What follows belongs to an exercise in optimizing a design on an open flow for small area and a short achievable clock period; a production flow would make more cautious choices.
In this exercise RTL edits were held to simulation tests only and were not proved equivalent to the original.

--- design/flow/config.mk ---
export PLATFORM = sky130hd
export DESIGN_NAME = metronome_top
export DESIGN_NICKNAME = metronome_top
export VERILOG_FILES = /design/flow/design.v
export SDC_FILE = /design/flow/constraint.sdc
export NUM_CORES = 4
export LEC_CHECK = 0
export CAP_MARGIN = 20
export CORE_MARGIN = 2
export CORE_UTILIZATION = 45
export SLEW_MARGIN = 20
--- design/flow/design.v ---
module metronome_top #(
	parameter BTN_WAIT_WIDTH	= 10,	 
	parameter BTN_HOLD_WIDTH	= 12,	 
	parameter LED_HOLD_WIDTH	= 8,	 
	parameter LIFE_LED_WIDTH	= 10,	 
	parameter SSI_TIMER_WIDTH	= 6		 
)(
	input 			i_clk,
	input 			i_reset,
	input 			i_uart_rx,
	input	[3:0]	i_control_btns,
	output	[3:0]	o_led_n,
	output reg [6:0] o_ssi_segments,
	output reg [3:0] o_ssi_code
);
	localparam GW0 = (BTN_WAIT_WIDTH > LIFE_LED_WIDTH) ? BTN_WAIT_WIDTH : LIFE_LED_WIDTH;
	localparam GW  = (GW0 > SSI_TIMER_WIDTH + 2) ? GW0 : SSI_TIMER_WIDTH + 2;
	localparam [34:0] BEAT_N = 35'd12000000000;
	reg [GW-1:0] timer;
	always @(posedge i_clk, posedge i_reset)
		if (i_reset)	timer <= 0;
		else			timer <= timer + 1'b1;
	wire		btn_wait_end	= &timer[BTN_WAIT_WIDTH-1:0];
	wire		life_end		= &timer[LIFE_LED_WIDTH-1:0];
	wire [1:0]	ssi_sel			= timer[SSI_TIMER_WIDTH+1:SSI_TIMER_WIDTH];
	reg life_led_n;
	always @(posedge i_clk, posedge i_reset)
		if (i_reset)	life_led_n <= 1'b1;
		else			life_led_n <= life_led_n ^ life_end;
	reg [3:0] btn_d1, btn_d2, btn_lock, btn_act;
	wire [3:0] btn_edge = btn_d1 & ~btn_d2;
	always @(posedge i_clk, posedge i_reset)
		if (i_reset) begin
			btn_d1		<= 0;
			btn_d2		<= 0;
			btn_lock	<= 0;
			btn_act		<= 0;
		end else begin
			btn_d1		<= i_control_btns;
			btn_d2		<= btn_d1;
			btn_act		<= btn_edge & ~btn_lock;
			btn_lock	<= btn_wait_end ? 4'b0 : (btn_lock | btn_edge);
		end
	wire [1:0] hold_btn		= {btn_d1[3], btn_d1[1]};
	wire [1:0] hold_press	= {btn_act[3], btn_act[1]};
	reg  [1:0] hold_arm, hold_hit;
	reg  [BTN_HOLD_WIDTH-1:0] hold_cnt0, hold_cnt1;
	wire [1:0] hold_on		= hold_btn & hold_arm;
	wire [1:0] hold			= hold_btn & hold_hit;
	always @(posedge i_clk, posedge i_reset)
		if (i_reset) begin
			hold_arm	<= 0;
			hold_hit	<= 0;
		end else begin
			hold_arm	<= hold_press | hold_on;
			hold_hit	<= hold_on & {&hold_cnt1, &hold_cnt0};
		end
	always @(posedge i_clk) begin
		hold_cnt0	<= hold_on[0] ? hold_cnt0 + 1'b1 : {BTN_HOLD_WIDTH{1'b0}};
		hold_cnt1	<= hold_on[1] ? hold_cnt1 + 1'b1 : {BTN_HOLD_WIDTH{1'b0}};
	end
	localparam RX_IDLE = 3'd0, RX_START = 3'd1, RX_DATA = 3'd2, RX_STOP = 3'd3, RX_DONE = 3'd4;
	reg			rx_meta, rx_sync;
	reg [2:0]	rx_state;
	reg [6:0]	rx_cnt;
	reg [2:0]	rx_bit;
	reg [39:0]	rx_shift;	 
	wire rx_half	= rx_cnt == 7'd43;
	wire rx_full	= rx_cnt == 7'd86;
	wire rx_dv		= rx_state == RX_DONE;
	always @(posedge i_clk, posedge i_reset)
		if (i_reset) begin
			rx_meta		<= 1'b1;
			rx_sync		<= 1'b1;
			rx_state	<= RX_IDLE;
		end else begin
			rx_meta		<= i_uart_rx;
			rx_sync		<= rx_meta;
			case (rx_state)
				RX_IDLE:	if (~rx_sync) rx_state <= RX_START;
				RX_START:	if (rx_half) rx_state <= rx_sync ? RX_IDLE : RX_DATA;
				RX_DATA:	if (rx_full & (&rx_bit)) rx_state <= RX_STOP;
				RX_STOP:	if (rx_full) rx_state <= RX_DONE;
				default:	rx_state <= RX_IDLE;
			endcase
		end
	always @(posedge i_clk) begin
		rx_cnt	<= (((rx_state == RX_START) & ~rx_half) |
					(((rx_state == RX_DATA) | (rx_state == RX_STOP)) & ~rx_full)) ? rx_cnt + 1'b1 : 7'd0;
		rx_bit	<= (rx_state == RX_DATA) ? rx_bit + rx_full : 3'd0;
		if ((rx_state == RX_DATA) & rx_full)
			rx_shift <= {rx_sync, rx_shift[39:1]};
	end
	reg [2:0] msg_state;	 
	wire [7:0] rx_byte = rx_shift[39:32];
	always @(posedge i_clk, posedge i_reset)
		if (i_reset)
			msg_state <= 3'd0;
		else if (msg_state == 3'd0 || msg_state == 3'd2)
			msg_state <= 3'd1;
		else if (rx_dv)
			case (msg_state)
				3'd1:		msg_state <= (rx_byte == 8'h73) ? 3'd3 : 3'd0;
				3'd7:		msg_state <= (rx_byte == 8'h65) ? 3'd2 : 3'd0;
				default:	msg_state <= msg_state + 1'b1;
			endcase
	wire		uart_msg	= msg_state == 3'd2;
	wire [31:0]	uart_value	= {rx_shift[7:0], rx_shift[15:8], rx_shift[23:16], rx_shift[31:24]};
	reg [33:0]	bpm;
	reg			bpm_changed;
	wire p1 = btn_act[0], p5 = btn_act[1], p10 = hold[0];
	wire m1 = btn_act[2], m5 = btn_act[3], m10 = hold[1];
	wire		btn_any	= p1 | p5 | p10 | m1 | m5 | m10;
	wire		btn_sub	= ~(p1 | p5 | p10);
	wire [3:0]	step	= p1 ? 4'd1 : p5 ? 4'd5 : p10 ? 4'd10 : m1 ? 4'd1 : m5 ? 4'd5 : 4'd10;
	wire [34:0]	addend	= btn_sub ? {31'h7fffffff, ~step} : {31'd0, step};
	wire [34:0]	sum		= {1'b0, bpm} + addend + btn_sub;
	wire [33:0]	bpm_btn	= (btn_sub & sum[34]) ? 34'd0 : sum[33:0];
	always @(posedge i_clk, posedge i_reset)
		if (i_reset)			bpm <= 0;
		else if (uart_msg)		bpm <= {2'b00, uart_value};
		else if (btn_any)		bpm <= bpm_btn;
	always @(posedge i_clk)
		bpm_changed <= uart_msg | btn_any;
	reg [34:0]	beat_s;
	reg			beat_z, trig;
	wire		beat_hit	= beat_z ? ~beat_s[34] : beat_s[34];
	wire		zn			= (bpm == 34'd0) | (bpm > BEAT_N[33:0]);
	wire		reload		= beat_hit | bpm_changed;
	wire [34:0]	beat_a		= reload ? (zn ? (beat_hit ? 35'h400000000 : {35{1'b1}}) : BEAT_N) : beat_s;
	wire [34:0]	beat_t		= (reload & beat_hit) ? {bpm, 1'b0} : {1'b0, bpm};
	wire [34:0]	beat_b		= zn ? 35'd0 : ~beat_t;
	always @(posedge i_clk, posedge i_reset)
		if (i_reset) begin
			beat_s	<= 0;
			beat_z	<= 1'b1;
			trig	<= 1'b0;
		end else begin
			beat_s	<= beat_a + beat_b + 1'b1;
			beat_z	<= zn;
			trig	<= beat_hit;
		end
	reg							led_on, beat_led_n;
	reg [LED_HOLD_WIDTH-1:0]	led_cnt;
	wire						led_end = &led_cnt;
	always @(posedge i_clk, posedge i_reset)
		if (i_reset) begin
			led_on		<= 1'b0;
			beat_led_n	<= 1'b1;
		end else begin
			led_on		<= led_on ? ~led_end : trig;
			beat_led_n	<= ~(led_on & ~led_end);
		end
	always @(posedge i_clk)
		led_cnt <= led_on ? led_cnt + 1'b1 : {LED_HOLD_WIDTH{1'b0}};
	assign o_led_n = {beat_led_n, ~(bpm >= 34'd9999), ~(bpm >= 34'd600), life_led_n};
	reg [13:0]	d_n1;	 
	reg [10:0]	d_q1;	 
	reg [7:0]	d_q2;	 
	always @(posedge i_clk, posedge i_reset)
		if (i_reset) begin
			d_n1	<= 0;
			d_q1	<= 0;
			d_q2	<= 0;
		end else begin
			d_n1	<= bpm[13:0];
			d_q1	<= d_n1 / 4'd10;
			d_q2	<= d_q1 / 4'd10;
		end
	wire [3:0]	dig_1		= d_n1 % 4'd10;
	wire [3:0]	dig_10		= d_q1 % 4'd10;
	wire [3:0]	dig_100		= d_q2 % 4'd10;
	wire [3:0]	dig_1000	= d_q2 / 4'd10;
	wire		dig_big		= d_q2 >= 8'd100;
	reg [3:0] ssi_digit;
	reg [3:0] dig_sel;
	always @(*)
		case (ssi_sel)
			2'd0:		dig_sel = dig_1;
			2'd1:		dig_sel = dig_10;
			2'd2:		dig_sel = dig_100;
			default:	dig_sel = dig_1000;
		endcase
	always @(posedge i_clk, posedge i_reset)
		if (i_reset) begin
			o_ssi_code		<= 4'b0000;
			ssi_digit		<= 4'd0;
			o_ssi_segments	<= 7'b1000000;
		end else begin
			case (ssi_sel)
				2'd0:		o_ssi_code <= 4'b1110;
				2'd1:		o_ssi_code <= 4'b1101;
				2'd2:		o_ssi_code <= 4'b1011;
				default:	o_ssi_code <= 4'b0111;
			endcase
			ssi_digit <= dig_big ? 4'd9 : dig_sel;
			case (ssi_digit)
				4'd1:		o_ssi_segments <= 7'b1111001;
				4'd2:		o_ssi_segments <= 7'b0100100;
				4'd3:		o_ssi_segments <= 7'b0110000;
				4'd4:		o_ssi_segments <= 7'b0011001;
				4'd5:		o_ssi_segments <= 7'b0010010;
				4'd6:		o_ssi_segments <= 7'b0000010;
				4'd7:		o_ssi_segments <= 7'b1111000;
				4'd8:		o_ssi_segments <= 7'b0000000;
				4'd9:		o_ssi_segments <= 7'b0010000;
				default:	o_ssi_segments <= 7'b1000000;
			endcase
		end
endmodule
--- design/flow/run.sh ---
#!/bin/bash
# synth_recipe.tcl (not shown) runs the flow's synth.tcl, then flattens the netlist and writes it again
# the make line also repeats each setting of config.mk as NAME=value (left out here)
make -C /OpenROAD-flow-scripts/flow DESIGN_CONFIG=/design/flow/config.mk WORK_HOME=/design/flow/orfs CLKGATE_MAP_FILE= SYNTH_SCRIPT=/design/flow/synth_recipe.tcl finish
--- design/flow/constraint.sdc ---
create_clock -name core_clock -period 140.0 [get_ports {i_clk}]
set_input_delay 28.0000 -clock core_clock [delete_from_list [all_inputs] [get_ports {i_clk}]]
set_output_delay 28.0000 -clock core_clock [all_outputs]
set_load 0.01 [all_outputs]
==> reports/qor.yml <==
global_routing:
  antenna_found_initial: 0
  grt_pass1_vias: 12400
  overflow: 0
  grt_pass1_wl_mm: 62.00
  grt_use_total_pct: 20.71
  grt_max_degree: 103
sta:
  fin_setup_tns_ps: 0
  setup_violations: 0
  finalClockSkew_ps: 15.53
  finalMaxSlewViolations: 0
  period_minus_slack_ps: 31300
  setup_slack_ps: 108710
  tightestPinTransition_ps: 873.7
  hold_viol_final: 0
  grt_setup_unrepaired: "false"
  relSlewSlack_pct: 41.63
  period_share_pct: 22.35
  fmax_mhz: 31.95
routing:
  final_antenna_net_count: 0
  wire_per_inst_um: 16.56
  drcViolationCount: 0
  via_count: 12900
  first_iter_violations: 915
  routed_wl_mm: 37.10
  vias_per_cell: 5.758
  first_pass_iters: 5
min_path:
  hp-start: "rx_meta"
  min_path_type: "reg2reg"
cts:
  cts-resized-gates: 0
  cts_tree: "done"
  cts_buffer_depth: 3
  postCtsSetupBuffers: 0
  clock_sinks: 243
  clock_latency_ps: 570
  cts_inserted_buffers: 29
  clk_pin_slew_ps: 60
  cts-root-buf: "clkbuf_16"
  htree_levels: 1
  hold_buffers: 0
floorplan:
  die_h_um: 190.4
  start_util_pct: 45.48
  fp-row-count: 68
  chipWidth_um: 190.4
  core_area_um2: 34370
  fp.dieArea_um2: 36250
  io_pins: 22
critical_path:
  worstSetupPathType: "reg2out"
  reg2reg_from: "bpm[18]"
  cp-end-kind: "output port"
  crit_fanout: 5
  cp.arrival_ps: 3300
  startpoint: "bpm[18]"
  cp_data_required_time_ps: 112000
  critPathLaunchType: "register"
placed_design:
  portBuffers: 21
  post-dp-hpwl_mm: 25.81
  gp_congestion: 0.8546
  place_area_um2: 16200
  pre_cts_slack_ps: 109300
  numPlacedInstances: 2184
outcome:
  status: "complete, no violations"
yosys:
  yosysWarnings: 1
  synth-main-ff-cell: "dfrtp_1"
  synthArstFlopShare_pct: 65.84
  synth.most_common_cell: "nor2_1"
  synth-seq-cells: 243
  syn_area_per_cell_um2: 8.807
  synth-edff-count: 40
  syn-instance-count: 1775
  ys_top_cells_by_count: "nor2_1, nand2_1, dfrtp_1"
  synthDistinctLibCells: 97
  syn_nets: 1876
  synth_top_cell_by_area: "dfrtp_1"
  ys_seq_area_share_pct: 38.85
  synth_top_cell_area_share_pct: 24.65
  synth_area_um2: 15630
  synth_area_leaders: "dfrtp_1, edfxtp_1, ha_1, dfxtp_1, nor2_1"
layout:
  fin_nets: 1863
  antenna-diode-count: 0
  design_area_um2: 17200
  fillers: 3225
  layout-drive-gt1-share_pct: 6.162
  fin_util_pct: 50.03
  syn_to_final_growth_pct: 10.00
  stdcell_count: 2240
run:
  cap_violations: 0
-- final timing paths --
check	to	cells past startpoint	slack [ps]
max	o_led_n[1]	7	108710
max in group asynchronous	beat_s[23]	4	110740
max reg2reg	beat_s[33]	30	131660
min in group asynchronous	btn_d1[0]	2	27760
min	rx_sync	0	360
min reg2reg	rx_sync	0	360
-- cell families (layout without fill, tap and decap cells) --
group | count (synthesis) | count (layout) | share of synthesized area, %
simple gates | 664 | 664 | 20.89
compound gates | 497 | 497 | 21.31
flops | 243 | 243 | 38.85
buf+inv | 146 | 156 | 3.682
xor+xnor | 110 | 110 | 6.163
fa+ha+maj | 96 | 96 | 7.748
mux | 19 | 19 | 1.353
-- registers in the layout, summed over array words and instances, names as in the netlist, 8 cells and up --
| name | cells |
|---|---|
| beat_s | 35 |
| hold_cnt1 | 12 |
| hold_cnt0 | 12 |
| d_q2 | 8 |
| d_n1 | 14 |
| timer | 10 |
| led_cnt | 8 |
| d_q1 | 11 |
| rx_shift | 40 |
| bpm | 34 |
-- cell type report --
cell class / instances / area (um^2) / area share, %
clock inverter: 16 / 160.2 / 0.9313
clock buffer: 38 / 802.0 / 4.664
timing repair buffer: 34 / 325.3 / 1.892
tap: 455 / 569.3 / 3.311
inverter: 68 / 260.3 / 1.513
multi-input combinational: 1386 / 9006 / 52.37
sequential: 243 / 6073 / 35.32
-- worst max-delay path, cell delays in order (launching register included) --
cell             delay [ps]
dfrtp_1                 430
or4_1                   550
nor2_1                  170
and3_1                  190
and3_1                  200
and2_1                  190
a21boi_0                380
clkdlybuf4s50_1         620
-- per-stage QoR --
| step | hold WS [ps] |
|---|---|
| after floorplan | 345.2 |
| final | 357.6 |
| after detailed placement | 350.7 |
| after CTS | 359.8 |
| after global placement | 347.5 |
| after global routing | 367.4 |
-- per-layer routing --
metal  global-route usage, %  vias to the layer above  share of wire, %
met5                       0                        -                 0
met4                   7.126                        0               3.0
met3                   2.374                       65               3.6
met2                   35.94                      252                48
met1                   26.74                     6181                45
li1                        -                     6401                 -
-- cell usage in the layout, fill, tap and decap left out, types with 33 or more instances in the layout --
master and instances:
nand2_1 163, edfxtp_1 40, inv_1 65, o21ai_0 116, dfxtp_1 43, and3_1 57
xor2_1 38, a22oi_1 33, nand3_1 51, nor3_1 34, ha_1 92, xnor2_1 71
dfrtp_1 154, nor2_1 181, a21oi_1 101

-- afterwards: timing with drivers on the ports --
Ports are ideal in the flow. The routed layout listed here was re-timed in OpenROAD.
Step 1: set_driving_cell puts a clkbuf_16 on i_clk and a buf_2 on each other input, an assumption about the parent block.
Step 2 adds t to the input delays and takes it off the output delays; t is the mean of the earliest and latest rising clock arrival at the registers after step 1. Input paths then give back, and output paths get back, about the clock's delay inside the block.
a / b / c = ideal ports / drivers / drivers and shift; a / b = the first two.
t (ns): 0.622
slack for setup (ns): 108.705 / 108.649 / 109.271
hold WS [ns]: 0.358 / 0.358 / 0.358
worst slew at a driven data input, ns: 0.03
After both steps this run still meets setup and hold. The setup slack of this run moves by -0.056 ns with the drivers and by +0.566 ns with both steps.
